What follows belongs to an exercise in optimizing a design on an open flow for small area; a production flow would make more cautious choices.
No functional check of the RTL was part of any run shown here.
Power is estimated from default activity; no workload was simulated.

[design/flow/config.mk]
export PLATFORM = sky130hd
export DESIGN_NAME = conv
export DESIGN_NICKNAME = conv
export VERILOG_FILES = /design/flow/design.v
export SDC_FILE = /design/flow/constraint.sdc
export NUM_CORES = 4
export LEC_CHECK = 0
export ABC_AREA = 1
export CAP_MARGIN = 20
export CORE_MARGIN = 2
export CORE_UTILIZATION = 40
export SLEW_MARGIN = 20
export SYNTH_HIERARCHICAL = 1
[design/flow/constraint.sdc]
create_clock -name core_clock -period 7.5 [get_ports {clk}]
set_input_delay 1.5000 -clock core_clock [delete_from_list [all_inputs] [get_ports {clk}]]
set_output_delay 1.5000 -clock core_clock [all_outputs]
set_load 0.01 [all_outputs]
[design/flow/design.v]
module conv(
  input clk,
  input reset,
  input [15:0] pxl_in,
  output [15:0] pxl_out,
  output [9:0] count,
  output valid
);
  reg [15:0] r00;
  reg p_r00_13_1;
  reg p_r00_13_2;
  reg p_r00_15_1;
  reg p_r00_15_2;
  reg [15:0] r01;
  reg p_r01_15_1;
  reg p_r01_15_2;
  reg [15:0] r02;
  reg p_r02_13_1;
  reg p_r02_14_1;
  reg p_r02_14_2;
  reg [15:0] r10;
  reg p_r10_14_1;
  reg p_r10_14_2;
  reg [15:0] r11;
  reg p_r11_15_1;
  reg p_r11_15_2;
  reg [15:0] r12;
  reg p_r12_15_1;
  reg p_r12_15_2;
  reg [15:0] r20;
  reg [15:0] r21;
  reg p_r21_15_1;
  reg [15:0] r22;
  reg p_r22_14_1;
  reg p_r22_15_1;
  reg p_r22_15_2;
  reg [25*16-1:0] line1, line2;
  wire [15:0] line1_o = line1[25*16-1:24*16];
  wire [15:0] line2_o = line2[25*16-1:24*16];
  wire s1, c2;
  ha us1 (pxl_in[1], pxl_in[0], s1, c2);
  wire s3, c4;
  fa us3 (pxl_in[2], pxl_in[1], c2, s3, c4);
  wire s5, c6;
  fa us5 (pxl_in[3], pxl_in[2], c4, s5, c6);
  wire s7, c8;
  fa us7 (pxl_in[4], pxl_in[3], c6, s7, c8);
  wire s9, c10;
  fa us9 (pxl_in[5], pxl_in[4], c8, s9, c10);
  wire s11, c12;
  fa us11 (pxl_in[6], pxl_in[5], c10, s11, c12);
  wire s13, c14;
  fa us13 (pxl_in[7], pxl_in[6], c12, s13, c14);
  wire s15, c16;
  fa us15 (pxl_in[8], pxl_in[7], c14, s15, c16);
  wire s17, c18;
  fa us17 (pxl_in[9], pxl_in[8], c16, s17, c18);
  wire s19, c20;
  fa us19 (pxl_in[10], pxl_in[9], c18, s19, c20);
  wire s21, c22;
  fa us21 (pxl_in[11], pxl_in[10], c20, s21, c22);
  wire s23, c24;
  ha us23 (pxl_in[12], pxl_in[11], s23, c24);
  wire s25, c26;
  fa us25 (pxl_in[13], pxl_in[12], c24, s25, c26);
  wire s27, c28;
  fa us27 (pxl_in[14], pxl_in[13], c26, s27, c28);
  wire x29 = pxl_in[15] ^ pxl_in[14];
  wire x30 = x29 ^ c28;
  wire s31, c32;
  ha us31 (pxl_in[2], pxl_in[0], s31, c32);
  wire s33, c34;
  fa us33 (pxl_in[3], pxl_in[1], c32, s33, c34);
  wire s35, c36;
  fa us35 (pxl_in[4], pxl_in[2], c34, s35, c36);
  wire s37, c38;
  fa us37 (pxl_in[5], pxl_in[3], c36, s37, c38);
  wire s39, c40;
  fa us39 (pxl_in[6], pxl_in[4], c38, s39, c40);
  wire s41, c42;
  fa us41 (pxl_in[7], pxl_in[5], c40, s41, c42);
  wire s43, c44;
  fa us43 (pxl_in[8], pxl_in[6], c42, s43, c44);
  wire s45, c46;
  fa us45 (pxl_in[9], pxl_in[7], c44, s45, c46);
  wire s47, c48;
  fa us47 (pxl_in[10], pxl_in[8], c46, s47, c48);
  wire s49, c50;
  fa us49 (pxl_in[11], pxl_in[9], c48, s49, c50);
  wire s51, c52;
  fa us51 (pxl_in[12], pxl_in[10], c50, s51, c52);
  wire s53, c54;
  ha us53 (pxl_in[13], pxl_in[11], s53, c54);
  wire s55, c56;
  fa us55 (pxl_in[14], pxl_in[12], c54, s55, c56);
  wire x57 = pxl_in[15] ^ pxl_in[13];
  wire x58 = x57 ^ c56;
  wire s59, c60;
  ha us59 (pxl_in[3], pxl_in[0], s59, c60);
  wire s61, c62;
  fa us61 (pxl_in[4], pxl_in[1], c60, s61, c62);
  wire s63, c64;
  fa us63 (pxl_in[5], pxl_in[2], c62, s63, c64);
  wire s65, c66;
  fa us65 (pxl_in[6], pxl_in[3], c64, s65, c66);
  wire s67, c68;
  fa us67 (pxl_in[7], pxl_in[4], c66, s67, c68);
  wire s69, c70;
  fa us69 (pxl_in[8], pxl_in[5], c68, s69, c70);
  wire s71, c72;
  fa us71 (pxl_in[9], pxl_in[6], c70, s71, c72);
  wire s73, c74;
  fa us73 (pxl_in[10], pxl_in[7], c72, s73, c74);
  wire s75, c76;
  fa us75 (pxl_in[11], pxl_in[8], c74, s75, c76);
  wire s77, c78;
  fa us77 (pxl_in[12], pxl_in[9], c76, s77, c78);
  wire s79, c80;
  fa us79 (pxl_in[13], pxl_in[10], c78, s79, c80);
  wire s81, c82;
  ha us81 (pxl_in[14], pxl_in[11], s81, c82);
  wire x83 = pxl_in[15] ^ pxl_in[12];
  wire x84 = x83 ^ c82;
  wire i85 = ~pxl_in[0];
  wire i86 = ~pxl_in[1];
  wire i87 = ~pxl_in[2];
  wire i88 = ~s59;
  wire i89 = ~s61;
  wire i90 = ~s63;
  wire i91 = ~s65;
  wire i92 = ~s67;
  wire i93 = ~s69;
  wire i94 = ~s71;
  wire i95 = ~s73;
  wire i96 = ~s75;
  wire i97 = ~s77;
  wire i98 = ~s1;
  wire i99 = ~s3;
  wire i100 = ~s5;
  wire i101 = ~s7;
  wire i102 = ~s9;
  wire i103 = ~s11;
  wire i104 = ~s13;
  wire i105 = ~s15;
  wire i106 = ~s17;
  wire i107 = ~s19;
  wire i108 = ~s21;
  wire i109 = ~s23;
  wire i110 = ~c22;
  wire i111 = ~s25;
  wire i112 = ~s27;
  wire i113 = ~x30;
  wire s114, c115;
  ha us114 (i85, i98, s114, c115);
  wire s116, c117;
  ha us116 (c115, i99, s116, c117);
  wire s118, c119;
  fa us118 (i85, c117, i100, s118, c119);
  wire i120 = ~s118;
  wire s121, c122;
  fa us121 (i86, i101, c119, s121, c122);
  wire s123, c124;
  ha us123 (s118, s121, s123, c124);
  wire s125, c126;
  fa us125 (i87, i102, c122, s125, c126);
  wire s127, c128;
  ha us127 (c124, s125, s127, c128);
  wire s129, c130;
  fa us129 (i88, i103, c126, s129, c130);
  wire s131, c132;
  ha us131 (c128, s129, s131, c132);
  wire s133, c134;
  fa us133 (i89, i104, c130, s133, c134);
  wire s135, c136;
  ha us135 (c132, s133, s135, c136);
  wire s137, c138;
  fa us137 (i90, i105, c134, s137, c138);
  wire s139, c140;
  ha us139 (c136, s137, s139, c140);
  wire s141, c142;
  fa us141 (i91, i106, c138, s141, c142);
  wire s143, c144;
  ha us143 (c140, s141, s143, c144);
  wire s145, c146;
  fa us145 (i92, i107, c142, s145, c146);
  wire s147, c148;
  ha us147 (c144, s145, s147, c148);
  wire s149, c150;
  fa us149 (i93, i108, c146, s149, c150);
  wire s151, c152;
  ha us151 (c148, s149, s151, c152);
  wire s153, c154;
  fa us153 (i109, i94, i110, s153, c154);
  wire s155, c156;
  fa us155 (s153, c150, c152, s155, c156);
  wire i157 = ~s155;
  wire s158, c159;
  fa us158 (i111, i95, c154, s158, c159);
  wire i160 = ~s158;
  wire s161, c162;
  fa us161 (i112, i96, c159, s161, c162);
  wire s163 = ~(s158 ^ s161);
  wire c164 = s158 | s161;
  wire x165 = i113 ^ s77;
  wire i166 = ~s79;
  wire i167 = ~s81;
  wire i168 = ~c80;
  wire i169 = ~x84;
  wire s170 = ~(r00[0] ^ i85);
  wire c171 = r00[0] | i85;
  wire s172, c173;
  fa us172 (r00[1], i86, c171, s172, c173);
  wire s174, c175;
  fa us174 (r00[2], i87, c173, s174, c175);
  wire s176, c177;
  fa us176 (r00[3], i88, c175, s176, c177);
  wire s178, c179;
  fa us178 (r00[4], i89, c177, s178, c179);
  wire s180, c181;
  fa us180 (r00[5], pxl_in[0], i90, s180, c181);
  wire s182, c183;
  ha us182 (s180, c179, s182, c183);
  wire s184, c185;
  fa us184 (r00[6], s1, i91, s184, c185);
  wire s186, c187;
  fa us186 (c181, s184, c183, s186, c187);
  wire s188, c189;
  fa us188 (r00[7], s3, i92, s188, c189);
  wire s190, c191;
  fa us190 (c185, s188, c187, s190, c191);
  wire s192, c193;
  fa us192 (r00[8], s5, i93, s192, c193);
  wire s194, c195;
  fa us194 (c189, s192, c191, s194, c195);
  wire s196, c197;
  fa us196 (r00[9], s7, i94, s196, c197);
  wire s198, c199;
  fa us198 (c193, s196, c195, s198, c199);
  wire s200, c201;
  fa us200 (r00[10], s9, c197, s200, c201);
  wire s202, c203;
  fa us202 (i95, s200, c199, s202, c203);
  wire s204, c205;
  fa us204 (r00[11], s11, c201, s204, c205);
  wire s206, c207;
  fa us206 (i96, s204, c203, s206, c207);
  wire s208, c209;
  fa us208 (r00[12], s13, c205, s208, c209);
  wire s210, c211;
  fa us210 (i97, s208, c207, s210, c211);
  wire s212, c213;
  fa us212 (r00[13], p_r00_13_1, p_r00_13_2, s212, c213);
  wire s214, c215;
  fa us214 (s212, s15, c209, s214, c215);
  wire s216, c217;
  fa us216 (i166, s214, c211, s216, c217);
  wire s218, c219;
  fa us218 (r00[14], c213, i167, s218, c219);
  wire s220, c221;
  fa us220 (s218, s17, i168, s220, c221);
  wire s222, c223;
  fa us222 (c215, s220, c217, s222, c223);
  wire i224 = ~s222;
  wire i225 = ~c221;
  wire x226 = r00[15] ^ p_r00_15_1;
  wire x227 = p_r00_15_2 ^ x226;
  wire x228 = x227 ^ i169;
  wire x229 = x228 ^ c219;
  wire x230 = x229 ^ s19;
  wire x231 = x230 ^ i225;
  wire i232 = ~pxl_in[3];
  wire i233 = ~pxl_in[4];
  wire i234 = ~pxl_in[5];
  wire i235 = ~pxl_in[6];
  wire i236 = ~pxl_in[7];
  wire i237 = ~pxl_in[8];
  wire i238 = ~pxl_in[9];
  wire i239 = ~pxl_in[10];
  wire s240 = ~(r01[0] ^ i85);
  wire c241 = r01[0] | i85;
  wire s242, c243;
  fa us242 (r01[1], c241, i98, s242, c243);
  wire s244, c245;
  fa us244 (r01[2], i99, c243, s244, c245);
  wire s246, c247;
  fa us246 (r01[3], i100, c245, s246, c247);
  wire s248, c249;
  fa us248 (r01[4], i101, c247, s248, c249);
  wire s250, c251;
  fa us250 (r01[5], i85, i102, s250, c251);
  wire s252 = ~(c249 ^ s250);
  wire c253 = c249 | s250;
  wire s254, c255;
  fa us254 (r01[6], i86, i103, s254, c255);
  wire s256, c257;
  fa us256 (c251, c253, s254, s256, c257);
  wire s258, c259;
  fa us258 (r01[7], i87, i104, s258, c259);
  wire s260, c261;
  fa us260 (c255, c257, s258, s260, c261);
  wire s262, c263;
  fa us262 (r01[8], i232, c259, s262, c263);
  wire s264, c265;
  fa us264 (i105, s262, c261, s264, c265);
  wire s266, c267;
  fa us266 (r01[9], i233, c263, s266, c267);
  wire s268, c269;
  fa us268 (i106, s266, c265, s268, c269);
  wire s270, c271;
  fa us270 (r01[10], i234, c267, s270, c271);
  wire s272, c273;
  fa us272 (i107, s270, c269, s272, c273);
  wire s274, c275;
  fa us274 (r01[11], i235, c271, s274, c275);
  wire s276, c277;
  fa us276 (i108, s274, c273, s276, c277);
  wire s278, c279;
  fa us278 (r01[12], i236, i109, s278, c279);
  wire s280, c281;
  fa us280 (s278, i110, c275, s280, c281);
  wire s282 = ~(s280 ^ c277);
  wire c283 = s280 | c277;
  wire s284, c285;
  fa us284 (r01[13], i237, i111, s284, c285);
  wire s286, c287;
  fa us286 (c279, s284, c281, s286, c287);
  wire i288 = ~s286;
  wire s289, c290;
  fa us289 (r01[14], i238, i112, s289, c290);
  wire s291 = ~(c285 ^ s289);
  wire c292 = c285 | s289;
  wire i293 = ~c292;
  wire x294 = r01[15] ^ p_r01_15_1;
  wire x295 = p_r01_15_2 ^ x294;
  wire x296 = x295 ^ i239;
  wire x297 = x296 ^ i113;
  wire x298 = x297 ^ c290;
  wire x299 = x298 ^ i293;
  wire s300, c301;
  ha us300 (line1_o[0], pxl_in[0], s300, c301);
  wire s302, c303;
  fa us302 (line1_o[1], c301, s1, s302, c303);
  wire s304, c305;
  fa us304 (line1_o[2], s3, c303, s304, c305);
  wire s306, c307;
  fa us306 (line1_o[3], s5, c305, s306, c307);
  wire s308, c309;
  fa us308 (line1_o[4], pxl_in[0], s7, s308, c309);
  wire s310, c311;
  ha us310 (c307, s308, s310, c311);
  wire s312, c313;
  fa us312 (line1_o[5], s1, s9, s312, c313);
  wire s314, c315;
  fa us314 (c309, c311, s312, s314, c315);
  wire s316, c317;
  fa us316 (line1_o[6], s3, s11, s316, c317);
  wire s318, c319;
  fa us318 (c313, c315, s316, s318, c319);
  wire s320, c321;
  fa us320 (line1_o[7], s5, s13, s320, c321);
  wire s322, c323;
  fa us322 (c317, s320, c319, s322, c323);
  wire s324, c325;
  fa us324 (line1_o[8], s7, c321, s324, c325);
  wire s326, c327;
  fa us326 (s15, s324, c323, s326, c327);
  wire s328, c329;
  fa us328 (line1_o[9], s9, c325, s328, c329);
  wire s330, c331;
  fa us330 (s17, s328, c327, s330, c331);
  wire s332, c333;
  fa us332 (line1_o[10], s11, c329, s332, c333);
  wire s334, c335;
  fa us334 (s19, s332, c331, s334, c335);
  wire s336, c337;
  fa us336 (line1_o[11], s13, c333, s336, c337);
  wire s338, c339;
  fa us338 (s21, s336, c335, s338, c339);
  wire s340, c341;
  fa us340 (line1_o[12], s23, s15, s340, c341);
  wire s342, c343;
  fa us342 (s340, c22, c337, s342, c343);
  wire s344, c345;
  ha us344 (s342, c339, s344, c345);
  wire s346, c347;
  fa us346 (line1_o[13], s25, s17, s346, c347);
  wire s348, c349;
  fa us348 (c341, s346, c343, s348, c349);
  wire s350, c351;
  ha us350 (c345, s348, s350, c351);
  wire s352, c353;
  fa us352 (line1_o[14], s27, s19, s352, c353);
  wire s354, c355;
  ha us354 (c347, s352, s354, c355);
  wire x356 = line1_o[15] ^ x30;
  wire x357 = x356 ^ s21;
  wire x358 = c353 ^ x357;
  wire x359 = c355 ^ x358;
  wire s360, c361;
  ha us360 (r10[0], pxl_in[0], s360, c361);
  wire s362, c363;
  fa us362 (r10[1], pxl_in[1], c361, s362, c363);
  wire s364, c365;
  fa us364 (r10[2], s31, c363, s364, c365);
  wire s366, c367;
  fa us366 (r10[3], s33, c365, s366, c367);
  wire s368, c369;
  fa us368 (r10[4], pxl_in[0], s35, s368, c369);
  wire s370, c371;
  ha us370 (c367, s368, s370, c371);
  wire s372, c373;
  fa us372 (r10[5], pxl_in[1], s37, s372, c373);
  wire s374, c375;
  fa us374 (c369, c371, s372, s374, c375);
  wire s376, c377;
  fa us376 (r10[6], pxl_in[2], s39, s376, c377);
  wire s378, c379;
  fa us378 (c373, s376, c375, s378, c379);
  wire s380, c381;
  fa us380 (r10[7], pxl_in[3], s41, s380, c381);
  wire s382, c383;
  fa us382 (c377, s380, c379, s382, c383);
  wire s384, c385;
  fa us384 (r10[8], pxl_in[4], s43, s384, c385);
  wire s386, c387;
  fa us386 (c381, s384, c383, s386, c387);
  wire s388, c389;
  fa us388 (r10[9], pxl_in[5], c385, s388, c389);
  wire s390, c391;
  fa us390 (s45, s388, c387, s390, c391);
  wire s392, c393;
  fa us392 (r10[10], pxl_in[6], c389, s392, c393);
  wire s394, c395;
  fa us394 (s47, s392, c391, s394, c395);
  wire s396, c397;
  fa us396 (r10[11], pxl_in[7], c393, s396, c397);
  wire s398, c399;
  fa us398 (s49, s396, c395, s398, c399);
  wire s400, c401;
  fa us400 (r10[12], pxl_in[8], c397, s400, c401);
  wire s402, c403;
  fa us402 (s51, s400, c399, s402, c403);
  wire s404, c405;
  fa us404 (r10[13], pxl_in[9], s53, s404, c405);
  wire s406, c407;
  fa us406 (s404, c52, c401, s406, c407);
  wire s408, c409;
  ha us408 (s406, c403, s408, c409);
  wire s410, c411;
  fa us410 (r10[14], p_r10_14_1, p_r10_14_2, s410, c411);
  wire s412, c413;
  fa us412 (s410, pxl_in[10], s55, s412, c413);
  wire s414, c415;
  fa us414 (c405, s412, c407, s414, c415);
  wire s416, c417;
  ha us416 (c409, s414, s416, c417);
  wire x418 = r10[15] ^ c411;
  wire x419 = x418 ^ pxl_in[11];
  wire x420 = x419 ^ x58;
  wire x421 = x420 ^ c413;
  wire s422, c423;
  ha us422 (r11[0], pxl_in[0], s422, c423);
  wire s424, c425;
  fa us424 (r11[1], pxl_in[1], c423, s424, c425);
  wire s426, c427;
  fa us426 (r11[2], s31, c425, s426, c427);
  wire s428, c429;
  fa us428 (r11[3], pxl_in[0], s33, s428, c429);
  wire s430, c431;
  ha us430 (c427, s428, s430, c431);
  wire s432, c433;
  fa us432 (r11[4], s1, s35, s432, c433);
  wire s434, c435;
  fa us434 (c429, c431, s432, s434, c435);
  wire s436, c437;
  fa us436 (r11[5], s3, s37, s436, c437);
  wire s438, c439;
  fa us438 (c433, c435, s436, s438, c439);
  wire s440, c441;
  fa us440 (r11[6], s5, s39, s440, c441);
  wire s442, c443;
  fa us442 (c437, s440, c439, s442, c443);
  wire s444, c445;
  fa us444 (r11[7], s7, s41, s444, c445);
  wire s446, c447;
  fa us446 (c441, s444, c443, s446, c447);
  wire s448, c449;
  fa us448 (r11[8], s9, s43, s448, c449);
  wire s450, c451;
  fa us450 (c445, s448, c447, s450, c451);
  wire s452, c453;
  fa us452 (r11[9], s11, c449, s452, c453);
  wire s454, c455;
  fa us454 (s45, s452, c451, s454, c455);
  wire s456, c457;
  fa us456 (r11[10], s13, c453, s456, c457);
  wire s458, c459;
  fa us458 (s47, s456, c455, s458, c459);
  wire s460, c461;
  fa us460 (r11[11], s15, c457, s460, c461);
  wire s462, c463;
  fa us462 (s49, s460, c459, s462, c463);
  wire s464, c465;
  fa us464 (r11[12], s17, c461, s464, c465);
  wire s466, c467;
  fa us466 (s51, s464, c463, s466, c467);
  wire s468, c469;
  fa us468 (r11[13], s53, s19, s468, c469);
  wire s470, c471;
  fa us470 (c52, s468, c465, s470, c471);
  wire s472, c473;
  ha us472 (s470, c467, s472, c473);
  wire s474, c475;
  fa us474 (r11[14], s55, s21, s474, c475);
  wire s476, c477;
  fa us476 (c469, s474, c471, s476, c477);
  wire s478, c479;
  ha us478 (c473, s476, s478, c479);
  wire x480 = r11[15] ^ p_r11_15_1;
  wire x481 = p_r11_15_2 ^ x480;
  wire x482 = x481 ^ s23;
  wire x483 = x482 ^ x58;
  wire x484 = x483 ^ c22;
  wire x485 = x484 ^ c475;
  wire i486 = ~s31;
  wire i487 = ~s33;
  wire i488 = ~s35;
  wire i489 = ~s37;
  wire i490 = ~s39;
  wire i491 = ~s41;
  wire i492 = ~s43;
  wire i493 = ~s45;
  wire i494 = ~s47;
  wire i495 = ~s49;
  wire i496 = ~s51;
  wire s497 = ~(line2_o[3] ^ i85);
  wire c498 = line2_o[3] | i85;
  wire s499, c500;
  fa us499 (line2_o[4], i86, c498, s499, c500);
  wire s501, c502;
  fa us501 (line2_o[5], i486, c500, s501, c502);
  wire s503, c504;
  fa us503 (line2_o[6], i487, c502, s503, c504);
  wire s505, c506;
  fa us505 (line2_o[7], i488, c504, s505, c506);
  wire s507, c508;
  fa us507 (line2_o[8], i489, c506, s507, c508);
  wire s509, c510;
  fa us509 (line2_o[9], i490, c508, s509, c510);
  wire s511, c512;
  fa us511 (line2_o[10], i491, c510, s511, c512);
  wire s513, c514;
  fa us513 (line2_o[11], i492, c512, s513, c514);
  wire s515, c516;
  fa us515 (line2_o[12], i493, c514, s515, c516);
  wire s517, c518;
  fa us517 (line2_o[13], i494, c516, s517, c518);
  wire s519, c520;
  fa us519 (line2_o[14], i495, c518, s519, c520);
  wire x521 = line2_o[15] ^ i496;
  wire x522 = x521 ^ c520;
  wire s523, c524;
  ha us523 (r20[0], pxl_in[0], s523, c524);
  wire s525, c526;
  fa us525 (r20[1], pxl_in[1], c524, s525, c526);
  wire s527, c528;
  fa us527 (r20[2], pxl_in[2], c526, s527, c528);
  wire s529, c530;
  fa us529 (r20[3], s59, c528, s529, c530);
  wire s531, c532;
  fa us531 (r20[4], pxl_in[0], s61, s531, c532);
  wire s533, c534;
  ha us533 (s531, c530, s533, c534);
  wire s535, c536;
  fa us535 (r20[5], pxl_in[1], s63, s535, c536);
  wire s537, c538;
  fa us537 (c532, s535, c534, s537, c538);
  wire s539, c540;
  fa us539 (r20[6], s31, s65, s539, c540);
  wire s541, c542;
  fa us541 (c536, s539, c538, s541, c542);
  wire s543, c544;
  fa us543 (r20[7], s33, s67, s543, c544);
  wire s545, c546;
  fa us545 (c540, s543, c542, s545, c546);
  wire s547, c548;
  fa us547 (r20[8], s35, s69, s547, c548);
  wire s549, c550;
  fa us549 (c544, s547, c546, s549, c550);
  wire s551, c552;
  fa us551 (r20[9], s37, s71, s551, c552);
  wire s553, c554;
  fa us553 (c548, s551, c550, s553, c554);
  wire s555, c556;
  fa us555 (r20[10], s39, c552, s555, c556);
  wire s557, c558;
  fa us557 (s73, s555, c554, s557, c558);
  wire s559, c560;
  fa us559 (r20[11], s41, c556, s559, c560);
  wire s561, c562;
  fa us561 (s75, s559, c558, s561, c562);
  wire s563, c564;
  fa us563 (r20[12], s43, c560, s563, c564);
  wire s565, c566;
  fa us565 (s77, s563, c562, s565, c566);
  wire s567, c568;
  fa us567 (r20[13], s45, c564, s567, c568);
  wire s569, c570;
  fa us569 (s79, s567, c566, s569, c570);
  wire s571, c572;
  fa us571 (r20[14], s81, s47, s571, c572);
  wire s573, c574;
  fa us573 (s571, c80, c568, s573, c574);
  wire s575, c576;
  ha us575 (s573, c570, s575, c576);
  wire x577 = r20[15] ^ x84;
  wire x578 = x577 ^ s49;
  wire x579 = c572 ^ x578;
  wire x580 = x579 ^ c574;
  wire i581 = ~pxl_in[11];
  wire s582 = ~(r21[1] ^ i85);
  wire c583 = r21[1] | i85;
  wire s584, c585;
  fa us584 (r21[2], c583, i98, s584, c585);
  wire s586, c587;
  fa us586 (r21[3], i99, c585, s586, c587);
  wire s588, c589;
  fa us588 (r21[4], i85, i100, s588, c589);
  wire s590 = ~(c587 ^ s588);
  wire c591 = c587 | s588;
  wire s592, c593;
  fa us592 (r21[5], i86, i101, s592, c593);
  wire s594, c595;
  fa us594 (c589, c591, s592, s594, c595);
  wire s596, c597;
  fa us596 (r21[6], i87, i102, s596, c597);
  wire s598, c599;
  fa us598 (c593, c595, s596, s598, c599);
  wire s600, c601;
  fa us600 (r21[7], i232, i103, s600, c601);
  wire s602, c603;
  fa us602 (c597, s600, c599, s602, c603);
  wire s604, c605;
  fa us604 (r21[8], i233, i104, s604, c605);
  wire s606, c607;
  fa us606 (c601, s604, c603, s606, c607);
  wire s608, c609;
  fa us608 (r21[9], i234, c605, s608, c609);
  wire s610, c611;
  fa us610 (i105, s608, c607, s610, c611);
  wire s612, c613;
  fa us612 (r21[10], i235, c609, s612, c613);
  wire s614, c615;
  fa us614 (i106, s612, c611, s614, c615);
  wire s616, c617;
  fa us616 (r21[11], i236, c613, s616, c617);
  wire s618, c619;
  fa us618 (i107, s616, c615, s618, c619);
  wire s620, c621;
  fa us620 (r21[12], i237, c617, s620, c621);
  wire s622, c623;
  fa us622 (i108, s620, c619, s622, c623);
  wire s624, c625;
  fa us624 (r21[13], i238, i109, s624, c625);
  wire s626, c627;
  fa us626 (s624, i110, c621, s626, c627);
  wire s628 = ~(s626 ^ c623);
  wire c629 = s626 | c623;
  wire s630, c631;
  fa us630 (r21[14], i239, i111, s630, c631);
  wire s632, c633;
  fa us632 (c625, s630, c627, s632, c633);
  wire i634 = ~s632;
  wire i635 = ~c631;
  wire x636 = r21[15] ^ p_r21_15_1;
  wire x637 = x636 ^ i581;
  wire x638 = x637 ^ i112;
  wire x639 = i635 ^ x638;
  wire s640, c641;
  ha us640 (r02[13], p_r02_13_1, s640, c641);
  wire s642, c643;
  fa us642 (r02[14], p_r02_14_1, p_r02_14_2, s642, c643);
  wire s644, c645;
  ha us644 (c641, s642, s644, c645);
  wire x646 = r02[15] ^ c643;
  wire x647 = x646 ^ c645;
  wire x648 = r12[15] ^ p_r12_15_1;
  wire x649 = p_r12_15_2 ^ x648;
  wire s650, c651;
  ha us650 (r22[14], p_r22_14_1, s650, c651);
  wire x652 = r22[15] ^ p_r22_15_1;
  wire x653 = p_r22_15_2 ^ x652;
  wire x654 = c651 ^ x653;
  wire [15:0] r00_d = {x165, s163, i160, i157, s151, s147, s143, s139, s135, s131, s127, s123, i120, s116, s114, pxl_in[0]};
  wire p_r00_13_1_d = c156;
  wire p_r00_13_2_d = s155;
  wire p_r00_15_1_d = c162;
  wire p_r00_15_2_d = c164;
  wire [15:0] r01_d = {x231, i224, s216, s210, s206, s202, s198, s194, s190, s186, s182, s178, s176, s174, s172, s170};
  wire p_r01_15_1_d = c223;
  wire p_r01_15_2_d = s222;
  wire [15:0] r02_d = {x299, s291, i288, s282, s276, s272, s268, s264, s260, s256, s252, s248, s246, s244, s242, s240};
  wire p_r02_13_1_d = c283;
  wire p_r02_14_1_d = c287;
  wire p_r02_14_2_d = s286;
  wire [15:0] r10_d = {x359, s354, s350, s344, s338, s334, s330, s326, s322, s318, s314, s310, s306, s304, s302, s300};
  wire p_r10_14_1_d = c349;
  wire p_r10_14_2_d = c351;
  wire [15:0] r11_d = {x421, s416, s408, s402, s398, s394, s390, s386, s382, s378, s374, s370, s366, s364, s362, s360};
  wire p_r11_15_1_d = c415;
  wire p_r11_15_2_d = c417;
  wire [15:0] r12_d = {x485, s478, s472, s466, s462, s458, s454, s450, s446, s442, s438, s434, s430, s426, s424, s422};
  wire p_r12_15_1_d = c477;
  wire p_r12_15_2_d = c479;
  wire [15:0] r20_d = {x522, s519, s517, s515, s513, s511, s509, s507, s505, s503, s501, s499, s497, line2_o[2], line2_o[1], line2_o[0]};
  wire [15:0] r21_d = {x580, s575, s569, s565, s561, s557, s553, s549, s545, s541, s537, s533, s529, s527, s525, s523};
  wire p_r21_15_1_d = c576;
  wire [15:0] r22_d = {x639, i634, s628, s622, s618, s614, s610, s606, s602, s598, s594, s590, s586, s584, s582, r21[0]};
  wire p_r22_14_1_d = c629;
  wire p_r22_15_1_d = c633;
  wire p_r22_15_2_d = s632;
  wire [15:0] r02_res = {x647, s644, s640, r02[12], r02[11], r02[10], r02[9], r02[8], r02[7], r02[6], r02[5], r02[4], r02[3], r02[2], r02[1], r02[0]};
  wire [15:0] r12_res = {x649, r12[14], r12[13], r12[12], r12[11], r12[10], r12[9], r12[8], r12[7], r12[6], r12[5], r12[4], r12[3], r12[2], r12[1], r12[0]};
  wire [15:0] r22_res = {x654, s650, r22[13], r22[12], r22[11], r22[10], r22[9], r22[8], r22[7], r22[6], r22[5], r22[4], r22[3], r22[2], r22[1], r22[0]};
  always @(posedge clk) begin
    r00 <= r00_d;
    p_r00_13_1 <= p_r00_13_1_d;
    p_r00_13_2 <= p_r00_13_2_d;
    p_r00_15_1 <= p_r00_15_1_d;
    p_r00_15_2 <= p_r00_15_2_d;
    r01 <= r01_d;
    p_r01_15_1 <= p_r01_15_1_d;
    p_r01_15_2 <= p_r01_15_2_d;
    r02 <= r02_d;
    p_r02_13_1 <= p_r02_13_1_d;
    p_r02_14_1 <= p_r02_14_1_d;
    p_r02_14_2 <= p_r02_14_2_d;
    r10 <= r10_d;
    p_r10_14_1 <= p_r10_14_1_d;
    p_r10_14_2 <= p_r10_14_2_d;
    r11 <= r11_d;
    p_r11_15_1 <= p_r11_15_1_d;
    p_r11_15_2 <= p_r11_15_2_d;
    r12 <= r12_d;
    p_r12_15_1 <= p_r12_15_1_d;
    p_r12_15_2 <= p_r12_15_2_d;
    r20 <= r20_d;
    r21 <= r21_d;
    p_r21_15_1 <= p_r21_15_1_d;
    r22 <= r22_d;
    p_r22_14_1 <= p_r22_14_1_d;
    p_r22_15_1 <= p_r22_15_1_d;
    p_r22_15_2 <= p_r22_15_2_d;
    line1 <= {line1[24*16-1:0], r02_res};
    line2 <= {line2[24*16-1:0], r12_res};
  end
  assign pxl_out = r22_res;
  reg [9:0] counter;
  wire [10:0] cy;
  wire [9:0] cn;
  assign cy[0] = 1'b1;
  genvar gi;
  generate for (gi = 0; gi < 10; gi = gi + 1) begin : inc
    assign cn[gi] = counter[gi] ^ cy[gi];
    assign cy[gi+1] = counter[gi] & cy[gi];
  end endgenerate
  always @(posedge clk) begin
    if (reset) counter <= 10'd0;
    else counter <= cn;
  end
  assign count = counter;
  wire [7:0] ce = counter[9:2];
  wire [4:0] m7 = ce[2:0] + ce[5:3] + ce[7:6];
  wire col_bad = counter[1] & (m7 == 5'd0 || m7 == 5'd7 || m7 == 5'd14);
  wire in_rng = (counter >= 10'd59) && (counter <= 10'd785);
  assign valid = in_rng & ~col_bad;
endmodule
module fa(input a, input b, input c, output s, output co);
  assign s = a ^ b ^ c;
  assign co = (a & b) | (c & (a ^ b));
endmodule
module ha(input a, input b, output s, output co);
  assign s = a ^ b;
  assign co = a & b;
endmodule
[design/flow/run.sh]
#!/bin/bash
# synth_recipe.tcl (not shown) runs the flow's synth.tcl, then flattens the netlist and writes it again
# the make line also repeats each setting of config.mk as NAME=value (left out here)
make -C /OpenROAD-flow-scripts/flow DESIGN_CONFIG=/design/flow/config.mk WORK_HOME=/design/flow/orfs CLKGATE_MAP_FILE= SYNTH_SCRIPT=/design/flow/synth_recipe.tcl finish
==> run summary, run 1 <==
- After floorplanning, the core was divided into 93 placement rows.
- The biggest area consumer among synthesized cells is dfxtp_1.
- The die area is 0.0673 mm2.
- At the worst endpoint, the required time is 8.00 ns.
- The worst max-slew margin expressed relative to the limit is 47.9%.
- Clock skew on the completed layout was measured at 0.0221 ns.
- The number of hold buffers added after CTS was 0.
- The end of the worst register-to-register path is r01[14].
- The total CTS buffers is 90.
- For this run, the top clock speed supported by timing is 137 MHz.
- The H-tree generated during clock tree synthesis spans 3 levels.
- The number of antenna violations at the first check in global routing came to 1.
- The number of maximum-capacitance violations is 0.
- Dividing the final minimum period by the clock period gives 97.3%.
- Summing every instance area after synthesis gives 0.0261 mm2.
- The sort of element at the end of the critical path is a register.
- The worst setup path is launched from an input pin.
- After synthesis, the largest area contributor takes up 74.7% of total cell area.
- The path type of the worst setup path is in2reg.
- The maximum number of pins on one net before global-route repair is 17.
- Global routing used 11.8% of the available tracks.
- In this run, the number of DRC markers left after iteration 0 of detailed routing was 331.
- The wire length of the first global-routing pass is 61400 um.
- For this design, the sink count on the clock tree is 973.
- In the final timing run, aggregate negative setup slack is 0 ns.
- For this run, the detailed router's first-pass iteration total came to 4.
- The wire-length estimate of the detail-placed layout is 24500 um.
- Across the VDD grid, the largest voltage drop is 325 uV.
- The final net count is 2032.
- The measured slew at the worst slew-check pin is 0.780 ns.
- The placed cell count is 2490.
- By area the synthesized netlist is led by dfxtp_1 (75%), fa_1 (18%), ha_1 (2.8%).
- For this run the aggregate overflow at the end of global routing stands at 0.
- Cells with a size suffix above 1 make up 12.9% of the layout.
- During synthesis, Yosys emitted a total of 7 warnings.
- The number of global-route vias before repair was 11507.
- The cell depth of the worst min-delay path is 0.
- The placed instances occupy a cell area of 0.0280 mm2.
- A synthesized cell averages 17.0 um2.
- The reg-to-reg critical path startpoint is r00[0].
- Once the floorplan was initialized, standard cells occupied 40.5% of the core.
- The filler cell count is 5435.
- After detailed routing, the average wire length per cell comes to 13.6 um.
- In this run the worst path has a maximum fanout of 9.
- The standard cell core area is 0.0645 mm2.
- The worst hold path begins at line2[112].
- The synthesized net count is 1836.
- The signed area change from the synthesized netlist to the final layout is 19.2%.
- The distinct cell type count after synthesis is 22.
- The path with the worst hold slack has its endpoint at line2[128].
- The arrival time reported for the critical path endpoint is 7.80 ns.
- Total power for the finished layout comes to 16.4 mW.
- For the worst flop-to-flop path, the logic depth is 18.
- Setup slack on the worst reg-to-reg path comes out at 1.55 ns.
- After routing the design area is 0.0311 mm2.
- Input and output buffers added on the ports amount to 44.
- The part of the Yosys area used for sequential elements is 74.7%.
- In the routed layout, each cell is associated on average with a via count of 3.89.
- For this design the top-level I/O count stands at 45.
- In the routed design, unresolved DRC markers number 0.
- The worst-case clock buffer depth is 3.
- The utilization of the core after routing is 48.2%.
- The leakage power summed over all cells is 13.3 nW.
- The post-detailed-route count of antenna-violating nets is 0.
- The most common library cell in the layout ignoring fill and taps is dfxtp_1.
- TritonCTS built the clock tree.
- The source-to-sink clock delay at the later pin of the worst-skew pair is 0.63 ns.
- Setup repair after global routing left no endpoint under its margin.
- The detailed router placed 10300 vias in this run.
- Setup violations remaining at the end of the flow were counted as 0.
- The repair_antennas step left the layout with diodes totalling 0.
- The path class of the tightest hold or removal check is reg2reg.
- Dividing total power by cell area gives a power density of 529 mW/mm2.
- Once layout is complete, the cells apart from fillers number 2648.
- The count of mapped cells out of synthesis is 1531.
- The number of hold violations in the final report is 0.
- In the layout the commonest cells are dfxtp_1 (973), fa_1 (217), inv_1 (127), clkbuf_16 (92), buf_4 (76).
- Routability-driven placement finished with a final weighted congestion of 0.800.
- The register bit count reported by yosys is 973.
- The minimum clock period is 7.30 ns.
- The run finished with no timing, DRC or antenna violations.
- The clock tree root driver cell is clkbuf_16.
- The total wirelength of the detailed-routed design is 36000 um.
- The y dimension of the die is 259 um.
- The clock transition time at the flip-flop clock pins of the worst setup and hold paths is 0.06 ns.
- The max-slew violation count is 0.
- The floorplan step set the die width to 259 um.
layout make-up:
| type | count | area (um2) | share of cell area, % |
|---|---|---|---|
| sequential | 973 | 19500 | 62.7 |
| multi-input combinational | 412 | 6020 | 19.4 |
| clock buffer | 124 | 2540 | 8.18 |
| tap | 855 | 1070 | 3.44 |
| timing repair buffer | 121 | 1020 | 3.30 |
| inverter | 129 | 484 | 1.56 |
| clock inverter | 34 | 464 | 1.49 |
per-layer routing:
layer	up-vias	part of all wire, %	global-route usage, %	wire length, um
li1	5021	-	-	-
met1	5054	48	16.2	17300
met2	141	44	17.6	16000
met3	82	5.0	3.50	1790
met4	2	2.8	4.33	1030
met5	-	0.019	0	7
through the flow:
stage | worst slack (ns) | hold WS [ns]
2_1_floorplan | 0.214 | 0.310
3_3_place_gp | -0.507 | 0.311
3_5_place_dp | -0.639 | 0.312
4_1_cts | 0.0751 | 0.310
5_1_grt | 0.0418 | 0.318
6_report | 0.201 | 0.312
modules after synthesis (local to each module, per instance):
| module | times used | cell area, um2 | cells |
|---|---|---|---|
| conv | 1 | 21100 | 1270 |
| fa | 225 | 20.0 | 1 |
| ha | 36 | 12.5 | 1 |
Yosys cell counts (all sizes together):
library cell and count:
nand3 10, dfxtp 973, a21oi 1, nand3b 1
o21ai 4, ha 59, xor2 9, xnor2 26
nand2 51, o211ai 1, fa 228, o2111ai 1
clkbuf 1, inv 129, nor3 1, nor2 20
buf 16
flip-flops by register name, summed over array words and instances, names as in the netlist, 10 cells and up:
signal and cells:
line1 400, counter 10, r01 16, r00 16, r12 16, r10 16, line2 400, r11 16
r02 16, r20 16, r21 16, r22 16
power by group:
part / total (mW) / switching [mW] / internal [mW]
sequential: 8.71 / 0.775 / 7.93
combinational: 3.21 / 1.65 / 1.55
clock: 4.52 / 1.86 / 2.67
total: 16.4 / 4.28 / 12.2
what timing repair did:
item | 4_1_cts | 5_1_grt
buffers inserted | 0 | 0
setup endpoints to repair | 0 | 10
gates resized for setup | 0 | 14
worst max-delay path by stage:
stage | startpoint | endpoint | slack, ns
final | pxl_in[0] | r11[14] | 0.20
after global placement | pxl_in[1] | r01[14] | -0.51
after global routing | pxl_in[0] | r01[14] | 0.04
after detailed placement | pxl_in[1] | r01[14] | -0.64
after CTS | pxl_in[1] | r01[14] | 0.08
after floorplan | pxl_in[1] | r02[13] | 0.21
logic make-up after synthesis:
logic type               Yosys count  share of synthesized area, %
adder cells (fa/ha/maj)          287                          20.3
buffers and inverters            146                          2.33
XOR/XNOR                          35                          1.20
flip-flops                       973                          74.7
AO/OA/AOI/OAI                      7                         0.158
AND/OR/NAND/NOR                   83                          1.29
critical path, stage by stage:
cell and delay, ns:
clkdlybuf4s50_1 0.40, buf_4 0.19, ha_1 0.21, fa_1 0.38
fa_1 0.39, fa_1 0.39, fa_1 0.39, fa_1 0.40
fa_2 0.47, fa_1 0.40, fa_1 0.38, fa_1 0.39
fa_1 0.39, fa_1 0.40, fa_1 0.39, fa_1 0.45
ha_1 0.27
==> inputs of run 2 (changes only) <==
--- a/design/flow/config.mk
+++ b/design/flow/config.mk
@@ -10,4 +10,6 @@
 export CORE_MARGIN = 2
 export CORE_UTILIZATION = 40
+export CTS_CLUSTER_DIAMETER = 100
+export CTS_CLUSTER_SIZE = 30
 export SLEW_MARGIN = 20
 export SYNTH_HIERARCHICAL = 1
==> run summary, run 2 <==
- The antenna diode instance count is 0.
- For this design, the CTS-stage hold fixing added 0 buffers.
- At the end of routability-driven placement, the weighted congestion stood at 0.800.
- The part of the Yosys area used for sequential elements is 74.7%.
- After routing, the total negative slack on setup checks comes to 0 ns.
- Clock tree synthesis inserted a total of 41 buffers.
- The wire length per cell is 13.6 um.
- The mux share of post-synthesis cell area is 0%.
- Among all stages on the critical path, the largest delay is contributed by fa_1.
- Across the VDD grid, the largest voltage drop is 218 uV.
- The startpoint kind of the worst setup timing path is an input pin.
- Of the total synthesized cell area, the portion taken by full adders, half adders and majority gates is 20.3%.
- Data arrives at the worst endpoint at 7.79 ns.
- The sort of element at the end of the critical path is a register.
- The critical path goes through clkdlybuf4s50_1 -> buf_6 -> ha_1 -> fa_1 -> fa_1 -> fa_1 -> fa_1 -> fa_2 -> fa_1 -> inv_1 -> fa_2 -> fa_1 -> fa_2 -> fa_1 -> fa_1 -> fa_2 -> fa_1 -> inv_1.
- On the worst path, the slowest cell contributes a delay of 0.54 ns.
- For this run, the number of Yosys warnings is 7.
- The most repeated cell in the gate-level netlist after synthesis is dfxtp_1.
- The H-tree was split into 2 levels.
- For this run, the leading register cell type out of synthesis is dfxtp_1.
- The post-synthesis instance area is 0.0261 mm2.
- The number of clock sinks is 973.
- Leaving out fill and tap cells, the most frequent cells in the layout are dfxtp_1 (973), fa_1 (218), inv_1 (127), buf_4 (75), ha_1 (59).
- The post-synthesis compound-gate area fraction is 0.158%.
- The clock arrives with 0.0185 ns of skew.
- The min-delay analysis places its worst path in the category reg2reg.
- Entering global routing, the biggest net connects 31 pins.
- The clock tree root driver cell is clkbuf_16.
- The met2 capacity usage during global routing is 17.1%.
- The cell count after synthesis came out at 1531.
- At the pin with the least slew margin, the transition time is 0.784 ns.
- Across all layers, the routed design uses 9939 vias.
- After detailed routing, the number of vias per cell comes to 3.91.
- The initial utilization of the core area, before any placement, comes to 40.5%.
- By area the synthesized netlist is led by dfxtp_1 (75%), fa_1 (18%), ha_1 (2.8%).
- The source-to-sink clock delay at the later pin of the worst-skew pair is 0.60 ns.
- Setup repair after global routing left no endpoint under its margin.
- The signed area change from the synthesized netlist to the final layout is 12.3%.
- The post-detailed-route count of antenna-violating nets is 0.
- Of the post-synthesis cell area, the dominant cell type holds 74.7%.
- Setup violations remaining at the end of the flow were counted as 0.
- The number of hold violations in the final report is 0.
- The total wirelength of the detailed-routed design is 34600 um.
- The number of instances resized during post-cts repair is 0.
- The standard-cell row count is 93.
- For this run, global-route usage on met3 was measured as 1.99%.
- After synthesis, the share of flip-flops with an asynchronous set or reset is 0%.
- The TritonCTS clock tree is done.
- The simple-gate portion of the synthesized area is 1.29%.
- Dividing the final minimum period by the clock period gives 97.3%.
- In this run the tool buffered the top-level ports with 44 buffer cells.
- Measured on the finished design, the core utilization comes to 45.4%.
- The flow ran to the end and the layout has no timing, DRC or antenna violations.
- The number of global-route vias before repair is 10911.
- The synthesized area per cell is 17.0 um2.
- In this run the standard cell core region covers 0.0645 mm2.
- The critical path's most frequent cell is fa_1.
- The smallest clock period supported by the final layout is computed as 7.30 ns.
- The number of standard cells in the layout, taps in and fillers out is 2541.
- The die is 259 um tall.
- Summed over all nets, the half-perimeter wirelength after detailed placement is 24500 um.
- The number of antenna violations at the first check in global routing is 0.
- The clock transition time at the flip-flop clock pins of the worst setup and hold paths is 0.10 ns.
- The global-route track usage on met1 is 16.4%.
- The number of maximum-capacitance violations is 0.
- The leakage power summed over all cells is 12.5 nW.
- The maximum clock frequency is 137 MHz.
- The data required time of the worst path is 7.99 ns.
- The number of DRC violations after detailed-routing iteration 0 is 393.
- The number of setup buffers added after CTS is 0.
- The filler cells instantiated in the layout total 5604.
- The final net count is 1983.
- In this run, synthesis produced a sequential element count of 973.
- The post-synthesis share of cell area spent on xor and xnor gates is 1.20%.
- The die width is 259 um.
- The most used routing layer is met2.
- The distinct cell type count after synthesis is 22.
- The library cell used most frequently in the layout, excluding fill and tap cells, is dfxtp_1.
- The number of remaining DRC errors is 0.
- The sum of overflow across all layers after global routing is 0.
- The first detailed-routing pass ran for 4 iterations.
- By startpoint and endpoint, the worst setup path is classified as in2reg.
- After synthesis, the largest family of logic cells by area is adder cells.
- In the final layout, the registers with the most flip-flops are line1: 400 flops, line2: 400 flops.
- The power density over the cells is 494 mW/mm2.
- Summing all non-filler instances in the final layout gives an area of 0.0293 mm2.
- In the final layout, the share of cells above drive strength 1 is 8.54%.
- The synthesized net count is 1836.
- The die covers 0.0673 mm2.
- The worst pin sits at a relative slew slack of 47.6%.
- Of all nets on the critical path, the largest fanout is 9.
- In the global route stage, overall resource usage came out at 11.2%.
- Of all cell types, the one taking the most synthesized area is dfxtp_1.
- After detailed placement, the total cell area comes to 0.0280 mm2.
- The synthesized design contains 0 enable-type register cells.
- Ranked by instance count, the synthesized netlist is headed by dfxtp_1 (973), fa_1 (228), inv_1 (128).
- The max-slew violation count was 0.
- The number of placed instances, taps included, is 2490.
- No sink is reached through more buffers than the 3 on the longest clock path.
- The first global-routing pass estimated 58900 um of wire.
- The number of ports placed on the die boundary is 45.
[run 2: path summary, 6_finish.rpt]
check             slack (ns)        from          to  cells past startpoint
setup / recovery        0.20   pxl_in[0]     r01[14]                     18
hold / removal          0.32  line2[196]  line2[212]                      0
setup reg to reg        1.53      r00[0]     r01[14]                     18
hold reg to reg         0.32  line2[196]  line2[212]                      0
[run 2: kinds of logic after synthesis]
kind of cell | Yosys count
DFF | 973
adders and majority gates | 287
buffers and inverters | 146
and+or+nand+nor | 83
xor gates and xnor gates | 35
AOI/OAI and AO/OA | 7
[run 2: per-layer routing]
metal	part of all wire [%]	vias to the layer above
met3	3.9	59
met1	50	4925
li1	-	4858
met2	44	97
met5	0	-
met4	2.5	0
[run 2: Yosys stat by module, one instance, submodules excluded]
module | cell area, um2 | cells inside | times used | flip-flops and latches
conv | 21100 | 1270 | 1 | 973
ha | 12.5 | 1 | 36 | 0
fa | 20.0 | 1 | 225 | 0
[run 2: critical path, delay by kind of cell]
family	cells	cell delay (ns)
buf+inv	4	0.69
fa+ha+maj	14	5.59
[run 2: cell type report]
type | count | area (um2) | area share [%]
multi-input combinational | 412 | 6020 | 20.6
timing repair buffer | 121 | 1030 | 3.51
clock buffer | 43 | 1080 | 3.67
inverter | 129 | 484 | 1.65
sequential | 973 | 19500 | 66.5
clock inverter | 8 | 131 | 0.449
tap | 855 | 1070 | 3.65
[run 2: stage by stage]
stage                     hold slack (ns)  setup WS (ns)  total power [mW]
after global placement              0.311         -0.507              12.1
after floorplan                     0.310          0.214              10.6
final                               0.316          0.204              14.5
after global routing                0.320         0.0180              15.6
after CTS                           0.321         0.0207              14.8
after detailed placement            0.312         -0.639              12.1
[run 2: power breakdown]
group          internal (mW)  switching (mW)  leakage [nW]
registers               7.91           0.763          8.21
logic                   1.55            1.65          3.66
clock network           1.08            1.52         0.591
total                   10.5            3.93          12.5
==> inputs of run 3 (changes only) <==
--- a/design/flow/config.mk
+++ b/design/flow/config.mk
@@ -10,6 +10,6 @@
 export CORE_MARGIN = 2
 export CORE_UTILIZATION = 40
-export CTS_CLUSTER_DIAMETER = 100
-export CTS_CLUSTER_SIZE = 30
+export CTS_CLUSTER_DIAMETER = 150
+export CTS_CLUSTER_SIZE = 25
 export SLEW_MARGIN = 20
 export SYNTH_HIERARCHICAL = 1
==> run summary, run 3 <==
- The placed wire-length estimate is 24500 um.
- CTS placed an instance of clkbuf_16 at the clock tree root.
- For the worst setup path, the data arrival time is 7.80 ns.
- The hold buffer count at cts is 0.
- Dividing the detail-routed wire length by the instance count gives 13.7 um.
- Among the stages of the critical path, the cell type that occurs most often is fa_1.
- Setup violations remaining at the end of the flow were counted as 0.
- Headroom to the max-slew limit came out at 47.6%.
- The worst reg-to-reg setup slack is 1.56 ns.
- The number of ports placed on the die boundary is 45.
- The last element of the critical path is r11[14].
- The reg-to-reg critical path startpoint is r00[0].
- The worst reg-to-reg path cell count is 18.
- Setup repair after global routing left no endpoint under its margin.
- The total CTS buffers is 44.
- Ranked by instance count, the synthesized netlist is headed by dfxtp_1 (973), fa_1 (228), inv_1 (128).
- The antenna diode instance count is 0.
- At the pin with the least slew margin, the transition time is 0.783 ns.
- The distinct cell type count after synthesis is 22.
- After synthesis, the cell types taking the most area are dfxtp_1 (75%), fa_1 (18%), ha_1 (2.8%).
- The register bit count reported by yosys is 973.
- In the layout the commonest cells are dfxtp_1 (973), fa_1 (217), inv_1 (127), buf_4 (77), ha_1 (59).
- The total wirelength of the detailed-routed design is 34800 um.
- The top fanout value on the critical path is 9.
- The largest registers in the layout are line1: 400 flops, line2: 400 flops.
- The clock transition time at the flip-flop clock pins of the worst setup and hold paths is 0.10 ns.
- The biggest area consumer among synthesized cells is dfxtp_1.
- The post-detailed-route count of antenna-violating nets is 0.
- The global router's overall resource usage is 11.2%.
- The count of mapped cells out of synthesis is 1531.
- The number of buffers inserted to repair setup after CTS is 0.
- Sequential cells were found to cover 74.7% of the synthesized design area.
- For this run, design rule violations remaining after detail routing come to 0.
- In this run the critical register-to-register path is captured at r01[14].
- The CTS H-tree depth is 2.
- Among all flip-flop cells after synthesis, the most frequent one is dfxtp_1.
- The maximum vdd ir drop is 259 uV.
- Tracing the worst setup path back leads to its startpoint at pxl_in[0].
- The share of the synthesized area in the top cell type is 74.7%.
- The data required time of the worst path is 7.97 ns.
- The congestion estimate from routability-driven global placement came to 0.800.
- The number of synthesis warnings is 7.
- The most common cell in the synthesized netlist is dfxtp_1.
- The number of antenna violations at the first check in global routing is 0.
- The cell with the largest stage delay on the worst path is fa_2.
- The minimum clock period is 7.33 ns.
- The clock net in this run drives a total of 973 sinks.
- STA classifies the critical path startpoint as an input pin.
- Max-cap violations in this run came to 0.
- The flow ran to the end and the layout has no timing, DRC or antenna violations.
- The number of optimization iterations in the first detailed-route pass is 5.
- In this run the tool buffered the top-level ports with 44 buffer cells.
- The max-slew violation count is 0.
- The y dimension of the die is 259 um.
- The most common library cell in the layout ignoring fill and taps is dfxtp_1.
- The region available for standard cell placement spans 0.0645 mm2.
- The sum of overflow across all layers after global routing is 0.
- Power spread over the standard cell area amounts to 494 mW/mm2.
- The first global-routing pass estimated 59000 um of wire.
- A synthesized cell averages 17.0 um2.
- The die area is 0.0673 mm2.
- After layout, the worst path uses 97.7% of the clock period.
- The TritonCTS clock tree is done.
- The worst hold path belongs to the class reg2reg.
- The clock passes through at most 3 buffers.
- The number of global-route vias before repair is 10894.
- The clock reaches the later pin of the worst-skew pair after 0.60 ns.
- Traced cell by cell, the critical path runs through clkdlybuf4s50_1 -> buf_4 -> ha_1 -> fa_1 -> fa_1 -> fa_1 -> fa_1 -> fa_1 -> fa_2 -> fa_1 -> fa_1 -> fa_1 -> fa_1 -> fa_1 -> fa_1 -> fa_1 -> ha_1.
- The standard-cell row count is 93.
- The via count is 9912.
- The async set or reset register ratio after synthesis is 0%.
- Once layout is complete, the cells apart from fillers number 2538.
- The share of post-route cells with drive strength above 1 is 8.44%.
- The maximum number of pins on one net before global-route repair is 26.
- The detail-routed via count per cell is 3.91.
- The maximum clock frequency is 137 MHz.
- In this run, synthesis inferred 0 flip-flops with an integrated enable.
- The final net count is 1986.
- Setup total negative slack on the finished layout was measured at 0 ns.
- The number of hold violations in the final report is 0.
- Once the floorplan was initialized, standard cells occupied 40.5% of the core.
- The post-synthesis instance area is 0.0261 mm2.
- On the worst path, the slowest cell contributes a delay of 0.47 ns.
- The number of placed instances, taps included, is 2490.
- The sort of element at the end of the critical path is a register.
- The leakage power summed over all cells is 12.4 nW.
- The path type of the worst setup path is in2reg.
- The number of nets handed over by synthesis was 1836.
- The worst-case clock skew is 0.0301 ns.
- Relative to the synthesized area, the layout overhead comes to 12.2%.
- Measured along the x axis, the die boundary spans 259 um.
- The number of DRC violations after detailed-routing iteration 0 is 352.
==> run 3: critical path, delay by kind of cell <==
family     cells  cell delay, ns
buf+inv        2            0.59
fa+ha+maj     15            5.70
==> run 3: how the worst min path moves through the flow <==
stage	startpoint	to	slack, ns	cells after the start
finish	line2[94]	line2[110]	0.31	0
global route	line2[94]	line2[110]	0.31	0
CTS	line2[94]	line2[110]	0.31	0
detailed placement	line1[285]	line1[301]	0.31	0
global placement	line1[131]	line1[147]	0.31	0
floorplan	r02[0]	line1[0]	0.31	0
==> run 3: report_power, final <==
| group | switching (mW) | leakage, nW | internal [mW] |
|---|---|---|---|
| clock | 1.45 | 0.581 | 1.11 |
| combinational | 1.65 | 3.65 | 1.55 |
| sequential | 0.766 | 8.21 | 7.92 |
| total | 3.87 | 12.4 | 10.6 |
==> run 3: Yosys stat by module (local to each module, per instance) <==
module	cells inside	flops+latches	area, um2
conv	1270	973	21100
fa	1	0	20.0
ha	1	0	12.5
==> run 3: cells by family (layout without fill, tap and decap cells) <==
family / after synthesis / in the layout / synth area share [%]
flops: 973 / 973 / 74.7
compound gates: 7 / 7 / 0.158
simple gates: 83 / 83 / 1.29
fa+ha+maj: 287 / 287 / 20.3
xor+xnor: 35 / 35 / 1.20
buf+inv: 146 / 298 / 2.33
==> run 3: what timing repair did <==
action                     CTS  global route
hold endpoints to repair     0             0
setup endpoints to repair    0            10
gates resized for setup      0            13
==> run 3: final cells by class <==
| cell class | count | area, um2 |
|---|---|---|
| Multi-Input combinational cell | 412 | 6020 |
| Clock inverter | 1 | 16.3 |
| Timing Repair Buffer | 121 | 1020 |
| Tap cell | 855 | 1070 |
| Sequential cell | 973 | 19500 |
| Fill cell | 5611 | 35200 |
| Clock buffer | 47 | 1160 |
| Inverter | 129 | 484 |
==> run 3: layer usage <==
metal,global-route usage (%),part of all wire (%),wire (um),vias to the layer above
met5,0,0,0,-
met1,16.3,51,17600,4920
met2,17.1,44,15300,99
met4,3.30,2.0,704,0
li1,-,-,-,4848
met3,2.18,3.6,1250,45
==> run 3: stage by stage <==
stage	instance area, um2	setup WS (ns)	power, mW	hold WS, ns	utilization [%]
global route	29300	0.00572	15.6	0.309	45.4
floorplan	26100	0.214	10.6	0.310	-
CTS	29200	0.0507	14.8	0.310	45.3
finish	29300	0.174	14.4	0.310	45.4
detailed placement	28000	-0.639	12.1	0.312	43.5
global placement	28000	-0.507	12.1	0.311	43.5
==> inputs of run 4 (changes only) <==
--- a/design/flow/config.mk
+++ b/design/flow/config.mk
@@ -7,9 +7,10 @@
 export LEC_CHECK = 0
 export ABC_AREA = 1
-export CAP_MARGIN = 20
+export CAP_MARGIN = 0
 export CORE_MARGIN = 2
 export CORE_UTILIZATION = 40
 export CTS_CLUSTER_DIAMETER = 150
 export CTS_CLUSTER_SIZE = 25
-export SLEW_MARGIN = 20
+export GPL_TIMING_DRIVEN = 0
+export SLEW_MARGIN = 0
 export SYNTH_HIERARCHICAL = 1
==> run summary, run 4 <==
- The synthesized area per cell is 17.0 um2.
- In the synthesized netlist, the number of instances is 1531.
- The number of hold violations in the final report came to 0.
- In the final routed layout, each cell accounts on average for 13.5 um.
- The y dimension of the die is 259 um.
- The die width is 259 um.
- The sort of element at the end of the critical path is a register.
- The signed area change from the synthesized netlist to the final layout is 10.3%.
- Global routing consumed, on the met1 layer, 15.5% of the routing resources.
- Yosys instantiated no cell more often than dfxtp_1.
- The max-slew violation count is 0.
- The number of remaining DRC errors is 0.
- The analysis attributes to cell leakage a power of 12.1 nW.
- The design internal power is 10.5 mW.
- Pin placement for this block handled 45 I/O pins.
- The share of post-route cells with drive strength above 1 is 5.23%.
- The post-detailed-route count of antenna-violating nets is 0.
- The worst-case clock skew is 0.0293 ns.
- Sorting the synthesized cells by area gives the leading types as dfxtp_1 (75%), fa_1 (18%), ha_1 (2.8%).
- After the first detailed-routing iteration, the DRC count stood at 350.
- The antenna diode instance count is 0.
- The post-route total power is 14.2 mW.
- The power share of the clock group is 17.8%.
- The signal on the critical path passes through buf_4 -> ha_1 -> fa_1 -> fa_1 -> fa_1 -> fa_1 -> fa_1 -> fa_2 -> inv_1 -> fa_1 -> fa_1 -> fa_1 -> fa_1 -> fa_1 -> fa_1 -> fa_1 -> inv_1.
- The worst max-slew margin expressed relative to the limit is 47.2%.
- The number of maximum-capacitance violations is 0.
- For this design the ratio of total power to cell area is 495 mW/mm2.
- STA classifies the critical path startpoint as an input pin.
- The combinational cell fraction of total power is 21.3%.
- The source-to-sink clock delay at the later pin of the worst-skew pair is 0.60 ns.
- The via count is 9736.
- The slowest stage of the critical path is the fa_2 cell.
- The distinct cell type count after synthesis is 22.
- The die area is 0.0673 mm2.
- The maximum clock frequency is 139 MHz.
- The count of input and output buffers is 43.
- In this run the worst path has a maximum fanout of 18.
- The most common library cell in the layout ignoring fill and taps is dfxtp_1.
- The maximum vdd ir drop is 251 uV.
- After global routing the overflow that remains totals 0.
- The largest registers in the layout are line1: 400 flops, line2: 400 flops.
- The dominant register cell in the synthesized netlist is dfxtp_1.
- The number of optimization iterations in the first detailed-route pass is 4.
- The placed wire-length estimate is 22900 um.
- In the layout the commonest cells are dfxtp_1 (973), fa_1 (220), inv_1 (127), ha_1 (59), nand2_1 (49).
- Global routing consumed, on the met2 layer, 16.5% of the routing resources.
- The filler cell count is 5721.
- Summing all multi-input logic gate instances after layout gives 0.00601 mm2.
- The first global-routing pass estimated 57300 um of wire.
- In the synthesized netlist, the cells that appear most often are dfxtp_1 (973), fa_1 (228), inv_1 (128).
- The most used routing layer is met2.
- The async set or reset register ratio after synthesis is 0%.
- The detail-routed via count per cell is 3.93.
- In this run the deepest clock path goes through 3 buffers.
- The worst hold slack is 0.315 ns.
- Dividing the final minimum period by the clock period gives 95.8%.
- Synthesis inferred 973 register bits.
- Global routing consumed, over all layers together, 10.8% of the routing resources.
- The total CTS buffers is 44.
- Clock-pin slew was measured on the worst setup and hold paths at 0.10 ns.
- The met3 usage is 2.26%.
- The minimum clock period is 7.18 ns.
- Setup violations remaining at the end of the flow were counted as 0.
- Setup repair after global routing left no endpoint under its margin.
- After synthesis the cells add up to 0.0261 mm2.
- At the end of routability-driven placement, the weighted congestion stood at 0.775.
- Hold repair after CTS inserted 0 buffers.
- The measured slew at the worst slew-check pin is 0.790 ns.
- Entering global routing, the biggest net connects 26 pins.
- The clock tree root driver cell is clkbuf_16.
- The analysis attributes to net switching a power of 3.75 mW.
- Registers are responsible for 60.9% of the overall power.
- The floorplan has 93 rows.
- The largest single stage delay on the critical path is 0.60 ns.
- At the end of the flow, the number of nets in the layout was 1927.
- The share of the Yosys chip area taken by registers is 74.7%.
- The classification of the worst-slack hold path is reg2reg.
- The total wirelength of the detailed-routed design is 33400 um.
- The core region is 0.0645 mm2.
- Summed over all instances, the cell type with the most area after synthesis is dfxtp_1.
- The clock tree synthesis step divided the H-tree into 2 levels.
- The share of the synthesized area in the top cell type is 74.7%.
- The number of synthesis warnings is 7.
- The worst setup path is of the in2reg kind.
- The TritonCTS clock tree is done.
- The number of clock sinks is 973.
- The critical path's most frequent cell is fa_1.
- The flow ran to the end and the layout has no timing, DRC or antenna violations.
- The arrival time reported for the critical path endpoint is 7.68 ns.
- The number of enable-type register cells in the synthesized netlist is 0.
- For the worst setup path, the data required time is 7.99 ns.
- Net switching is 26.3% of the power.
- The number of antenna violations at the first check in global routing is 5.
- The number of global-route vias before repair was 10708.
- The starting utilization of the core area is 40.5%.
- Summing all flip-flop and latch instances after layout gives 0.0195 mm2.
- The number of nets handed over by synthesis was 1836.
-- run 4: cell counts after synthesis --
Identical to the previous run, type by type.
-- run 4: final timing paths --
path,start,end,slack (ns),cells past startpoint
setup reg to reg,r00[0],r01[14],1.46,18
setup / recovery,pxl_in[0],r01[14],0.32,17
hold / removal,line2[232],line2[248],0.32,0
hold reg to reg,line2[232],line2[248],0.32,0
-- run 4: kinds of logic (layout without fill, tap and decap cells) --
| group | Yosys count | after routing | synth area share [%] |
|---|---|---|---|
| AND/OR/NAND/NOR | 83 | 83 | 1.29 |
| AO/OA/AOI/OAI | 7 | 7 | 0.158 |
| XOR/XNOR | 35 | 35 | 1.20 |
| adder cells (fa/ha/maj) | 287 | 287 | 20.3 |
| buffers and inverters | 146 | 239 | 2.33 |
| flip-flops | 973 | 973 | 74.7 |
-- run 4: per-module statistics from Yosys, one instance, submodules excluded --
module,flip-flops and latches,cells inside,area (um2)
conv,973,1270,21100
ha,0,1,12.5
fa,0,1,20.0
-- run 4: power groups by stage --
stage                     sequential (mW)  combinational, mW  clock, mW
after floorplan                      8.50               2.06          0
after global placement               8.81               3.14          0
after detailed placement             8.82               3.15          0
after CTS                            8.77               3.22       2.65
after global routing                 9.00               3.61       2.83
final                                8.68               3.03       2.54
-- run 4: stage by stage --
stage	cell area, um2	TNS [ns]	instances	util (%)	setup slack (ns)
after floorplan	26100	0	1531	-	0.214
after global placement	27600	-62.11	2429	42.8	-1.61
after detailed placement	27600	-66.34	2429	42.8	-1.70
after CTS	28700	0	2477	44.6	0.00310
after global routing	28800	0	2479	44.6	0.0696
final	28800	0	2479	44.6	0.317
-- run 4: per-layer routing --
metal  part of all wire, %  vias to the layer above
met5                  0.12                        -
met2                    44                       83
met3                   3.5                       65
li1                      -                     4733
met4                   2.6                        6
met1                    50                     4849
-- run 4: what timing repair did --
item | 4_1_cts | 5_1_grt
resized for setup | 19 | 16
buffers inserted | 0 | 2
endpoints found under the setup margin | 49 | 18
-- run 4: layout make-up --
cell class,instances,area share [%]
Buffer,17,0.431
Clock buffer,46,3.96
Clock inverter,2,0.0609
Inverter,129,1.70
Multi-Input combinational cell,412,20.9
Sequential cell,973,67.7
Tap cell,855,3.72
Timing Repair Buffer,45,1.48
-- run 4: worst max-delay path, delay by kind of cell --
family | cells | cell delay, ns
buffers and inverters | 3 | 0.38
adders and majority gates | 14 | 5.78

afterwards: timing with drivers on the ports:
The flow's constraints put no driver on any port. The routed layouts listed below were extracted and timed again, unchanged, in two steps. Step 1 assumes that a clkbuf_16 drives the clock port and a buf_2 every other input. Step 2, shift: input delay + t, output delay - t, t = (earliest + latest rising clock arrival at the registers) / 2. This alone moves slack from input paths to output paths. Three values: no drivers, after step 1, after step 2; two values: the first two.
run | t (ns) | setup slack, ns | worst setup path at the end | latest minus earliest clock arrival (ns)
run 1 | 0.676 | 0.201 / 0.236 / -0.440 | input to register | 0.024 / 0.024
run 2 | 0.642 | 0.204 / 0.229 / -0.413 | input to register | 0.032 / 0.032
run 3 | 0.649 | 0.174 / 0.208 / -0.441 | input to register | 0.040 / 0.039
run 4 | 0.643 | 0.317 / 0.316 / -0.327 | input to register | 0.033 / 0.034
Met with ideal ports but missed after step 2: setup timing in every run listed. For run 4, which loses most, drivers alone change the setup slack by -0.001 ns; drivers and shift together by -0.644 ns.
